Source: an optimization exercise on an open RTL-to-GDS flow (aim: small area and a short achievable clock period). Production flows keep margins and buffers that such runs may drop.
RTL that was checked went through simulation tests only; none was proved equivalent to the original.
The clock input has no modelled driver; a real chip could not lean on it and would need a root buffer or a full tree.
Power and IR drop assume default switching activity.

## the baseline
==> module lightpipe_recv, before the edit <==
module lightpipe_recv(
    input mclk,
    input rst,
    input adat,
    output reg wclk,
    output reg [23:0] word0,
    output reg [23:0] word1,
    output reg [23:0] word2,
    output reg [23:0] word3,
    output reg [23:0] word4,
    output reg [23:0] word5,
    output reg [23:0] word6,
    output reg [23:0] word7,
    output reg [3:0] user
);
reg reset_d, reset_dd;
reg in_d, in_dd, in_ddd, in_dddd;
reg [5:0] accum;
reg dbit;
wire transition = in_dddd ^ in_ddd;
wire strobe = accum[1] & accum[0];
always @(posedge mclk) begin
    reset_d <= ~rst;
    reset_dd <= reset_d;
end
always @(posedge mclk)
    if (reset_dd) {in_d, in_dd, in_ddd, in_dddd} <= 4'b0;
    else {in_d, in_dd, in_ddd, in_dddd} <= {adat, in_d, in_dd, in_ddd};
always @(posedge mclk)
    if (reset_dd || transition) accum <= 6'd0;
    else accum <= accum + 6'd1;
always @(posedge mclk)
    if (reset_dd) dbit <= 1'b0;
    else if (transition) dbit <= 1'b1;
    else if (accum == 6'd4) dbit <= 1'b0;
reg [7:0] framebit;
reg nloss_d;
reg [29:1] sr;
wire stb_next = ~reset_dd & ~transition & accum[1] & ~accum[0];
wire loss_s = accum[5];
wire resync = strobe & ~loss_s & ~nloss_d;
wire [23:0] oword = {sr[29:26], sr[24:21], sr[19:16], sr[14:11], sr[9:6], sr[4:1]};
always @(posedge mclk)
    if (!rst) nloss_d <= 1'b1;
    else if (strobe) nloss_d <= ~loss_s;
always @(posedge mclk)
    if (!rst) framebit <= 8'd0;
    else if (resync) framebit <= 8'd252;
    else if (strobe) framebit <= framebit + 8'd1;
reg at0, at128;
reg [7:0] ldw;
wire ld_next = rst & stb_next & (loss_s | nloss_d);
always @(posedge mclk) begin
    at0 <= stb_next & (~rst | (framebit == 8'd0));
    at128 <= rst & stb_next & (framebit == 8'd128);
    ldw[0] <= ld_next & (framebit == 8'd30);
    ldw[1] <= ld_next & (framebit == 8'd60);
    ldw[2] <= ld_next & (framebit == 8'd90);
    ldw[3] <= ld_next & (framebit == 8'd120);
    ldw[4] <= ld_next & (framebit == 8'd150);
    ldw[5] <= ld_next & (framebit == 8'd180);
    ldw[6] <= ld_next & (framebit == 8'd210);
    ldw[7] <= ld_next & (framebit == 8'd240);
end
wire ls = strobe & rst;
wire hs = ~strobe & rst;
wire [29:1] sr_d;
ao22 #(29) u_sr (.a({29{ls}}), .b({dbit, sr[29:2]}), .c({29{hs}}), .d(sr), .y(sr_d));
always @(posedge mclk) sr <= sr_d;
wire lu = at0 & rst;
wire hu = ~at0 & rst;
wire [3:0] user_d;
ao22 #(4) u_user (.a({4{lu}}), .b(sr[29:26]), .c({4{hu}}), .d(user), .y(user_d));
always @(posedge mclk) user <= user_d;
always @(posedge mclk)
    if (!rst) wclk <= 1'b0;
    else if (at0) wclk <= 1'b1;
    else if (at128) wclk <= 1'b0;
wire [7:0] L = ldw & {8{rst}};           
wire [7:0] L1 = ldw | {8{~rst}};         
wire [7:0] H = ~ldw & {8{rst}};          
wire [23:0] o1 = {oword[23:8], oword[7:0] | {8{~rst}}};
wire [23:0] d0, d1, d2, d3, d4, d5, d6, d7;
ao22 #(24) u_w0 (.a({24{L[0]}}), .b(oword), .c({24{H[0]}}), .d(word0), .y(d0));
ao22 #(24) u_w1 (.a({{16{L[1]}}, {8{L1[1]}}}), .b(o1), .c({24{H[1]}}), .d(word1), .y(d1));
ao22 #(24) u_w2 (.a({24{L[2]}}), .b(oword), .c({24{H[2]}}), .d(word2), .y(d2));
ao22 #(24) u_w3 (.a({{16{L[3]}}, {8{L1[3]}}}), .b(o1), .c({24{H[3]}}), .d(word3), .y(d3));
ao22 #(24) u_w4 (.a({24{L[4]}}), .b(oword), .c({24{H[4]}}), .d(word4), .y(d4));
ao22 #(24) u_w5 (.a({{16{L[5]}}, {8{L1[5]}}}), .b(o1), .c({24{H[5]}}), .d(word5), .y(d5));
ao22 #(24) u_w6 (.a({24{L[6]}}), .b(oword), .c({24{H[6]}}), .d(word6), .y(d6));
ao22 #(24) u_w7 (.a({{16{L[7]}}, {8{L1[7]}}}), .b(o1), .c({24{H[7]}}), .d(word7), .y(d7));
always @(posedge mclk) begin
    word0 <= d0; word1 <= d1; word2 <= d2; word3 <= d3;
    word4 <= d4; word5 <= d5; word6 <= d6; word7 <= d7;
end
endmodule
export LEC_CHECK = 0
export CAP_MARGIN = 20
export CORE_MARGIN = 2
export CORE_UTILIZATION = 55
export PLACE_DENSITY = 0.7
export SETUP_SLACK_MARGIN = 1.5
export SLEW_MARGIN = 20
export SYNTH_HIERARCHICAL = 1
create_clock -name core_clock -period 3.0 [get_ports {mclk}]
standard.sh (not shown) runs the stock make flow with config.mk's settings and CLKGATE_MAP_FILE= SYNTH_SCRIPT=/design/flow/synth_recipe.tcl, a recipe that flattens the netlist after the stock synthesis.
==> flow/flow/run.sh <==
#!/bin/bash
# Standard synthesis and layout (standard.sh), except: the ports are buffered
# by the smallest buffer, and the clock tree is a two-level tree built by
# flow/cts.tcl (settings in flow/cts.env).
set -euo pipefail
HERE=$(pwd)
export BUFFER_PORTS_ARGS="-buffer_cell sky130_fd_sc_hd__buf_1"
export PRE_CTS_TCL=$HERE/flow/cts.tcl
export CLOCK_PORT=mclk
source $HERE/flow/cts.env
bash standard.sh > make.log 2>&1
Other scripts of this flow, unchanged in this note and not shown: flow/flow/cts.env, flow/flow/cts.tcl
For the candidate, these inputs were changed with respect to the baseline:
--- a/flow/design.v
+++ b/flow/design.v
@@ -61,26 +61,28 @@
     ldw[5] <= ld_next & (framebit == 8'd180);
     ldw[6] <= ld_next & (framebit == 8'd210);
     ldw[7] <= ld_next & (framebit == 8'd240);
 end
-wire ls = strobe & rst;
-wire hs = ~strobe & rst;
+wire ls, hs;
+loadhold u_shs (.sel(strobe), .en(rst), .load(ls), .hold(hs));
 wire [29:1] sr_d;
 ao22 #(29) u_sr (.a({29{ls}}), .b({dbit, sr[29:2]}), .c({29{hs}}), .d(sr), .y(sr_d));
 always @(posedge mclk) sr <= sr_d;
-wire lu = at0 & rst;
-wire hu = ~at0 & rst;
+wire lu, hu;
+loadhold u_suser (.sel(at0), .en(rst), .load(lu), .hold(hu));
 wire [3:0] user_d;
 ao22 #(4) u_user (.a({4{lu}}), .b(sr[29:26]), .c({4{hu}}), .d(user), .y(user_d));
 always @(posedge mclk) user <= user_d;
 always @(posedge mclk)
     if (!rst) wclk <= 1'b0;
     else if (at0) wclk <= 1'b1;
     else if (at128) wclk <= 1'b0;
-wire [7:0] L = ldw & {8{rst}};           
-wire [7:0] L1 = ldw | {8{~rst}};         
-wire [7:0] H = ~ldw & {8{rst}};          
-wire [23:0] o1 = {oword[23:8], oword[7:0] | {8{~rst}}};
+wire [7:0] L, L1, H;
+loadhold #(8) u_sw (.sel(ldw), .en({8{rst}}), .load(L), .hold(H));
+orn #(8) u_sw1 (.a(ldw), .b_n({8{rst}}), .y(L1));
+wire [7:0] o1_lo;
+orn #(8) u_o1 (.a(oword[7:0]), .b_n({8{rst}}), .y(o1_lo));
+wire [23:0] o1 = {oword[23:8], o1_lo};
 wire [23:0] d0, d1, d2, d3, d4, d5, d6, d7;
 ao22 #(24) u_w0 (.a({24{L[0]}}), .b(oword), .c({24{H[0]}}), .d(word0), .y(d0));
 ao22 #(24) u_w1 (.a({{16{L[1]}}, {8{L1[1]}}}), .b(o1), .c({24{H[1]}}), .d(word1), .y(d1));
 ao22 #(24) u_w2 (.a({24{L[2]}}), .b(oword), .c({24{H[2]}}), .d(word2), .y(d2));
@@ -102,4 +104,20 @@
     output [W-1:0] y
 );
 assign y = (a & b) | (c & d);
 endmodule
+module loadhold #(parameter W = 1) (
+    input [W-1:0] sel,
+    input [W-1:0] en,
+    output [W-1:0] load,
+    output [W-1:0] hold
+);
+assign load = sel & en;
+assign hold = ~sel & en;
+endmodule
+module orn #(parameter W = 1) (
+    input [W-1:0] a,
+    input [W-1:0] b_n,
+    output [W-1:0] y
+);
+assign y = a | ~b_n;
+endmodule
Notes after the runs:
The candidate: no failed stages, no open violations at the end. The candidate vs. the baseline: layout cell share with drive strength beyond 1 saw a decrease, setup slack saw a decrease, average wire per cell in the routed design saw a decrease. [compare] base=the baseline new=the candidate: instance area after placement now sits higher; power dissipated by switching net loads now sits lower.
The RTL of the candidate was laid out without a check of its function. In every run of this note, the design's own scripts or RTL, not TritonCTS, make the clock network.

==> port drivers added, routing unchanged <==
In the flow no input, the clock included, has a driving cell. The finished layouts below were timed again as built, in two steps.
Step 1 (the two cells are an assumption about what drives the block):
set clk [get_ports {mclk}]
set_driving_cell -lib_cell sky130_fd_sc_hd__clkbuf_16 $clk
set_driving_cell -lib_cell sky130_fd_sc_hd__buf_2 [delete_from_list [all_inputs] $clk]
Step 2 also shifts input and output timing later by t, the mid clock arrival at the registers, as if the neighbouring blocks saw the same clock.
Slacks: ideal / step 1 / step 2; pairs: ideal / step 1.
| run | shift t [ns] | setup slack, ns | worst setup path after step 2 | slew at the worst register clock pin (ns) |
|---|---|---|---|---|
| the baseline | 0.319 | 1.515 / 1.485 / 1.265 | input to register | 0.09 / 0.09 |
| the candidate | 0.330 | 1.447 / 1.463 / 1.232 | input to register | 0.10 / 0.10 |
After both steps every run listed still meets setup and hold. The setup slack of the baseline, which loses most, moves by -0.030 ns with the drivers and by -0.250 ns with both steps.
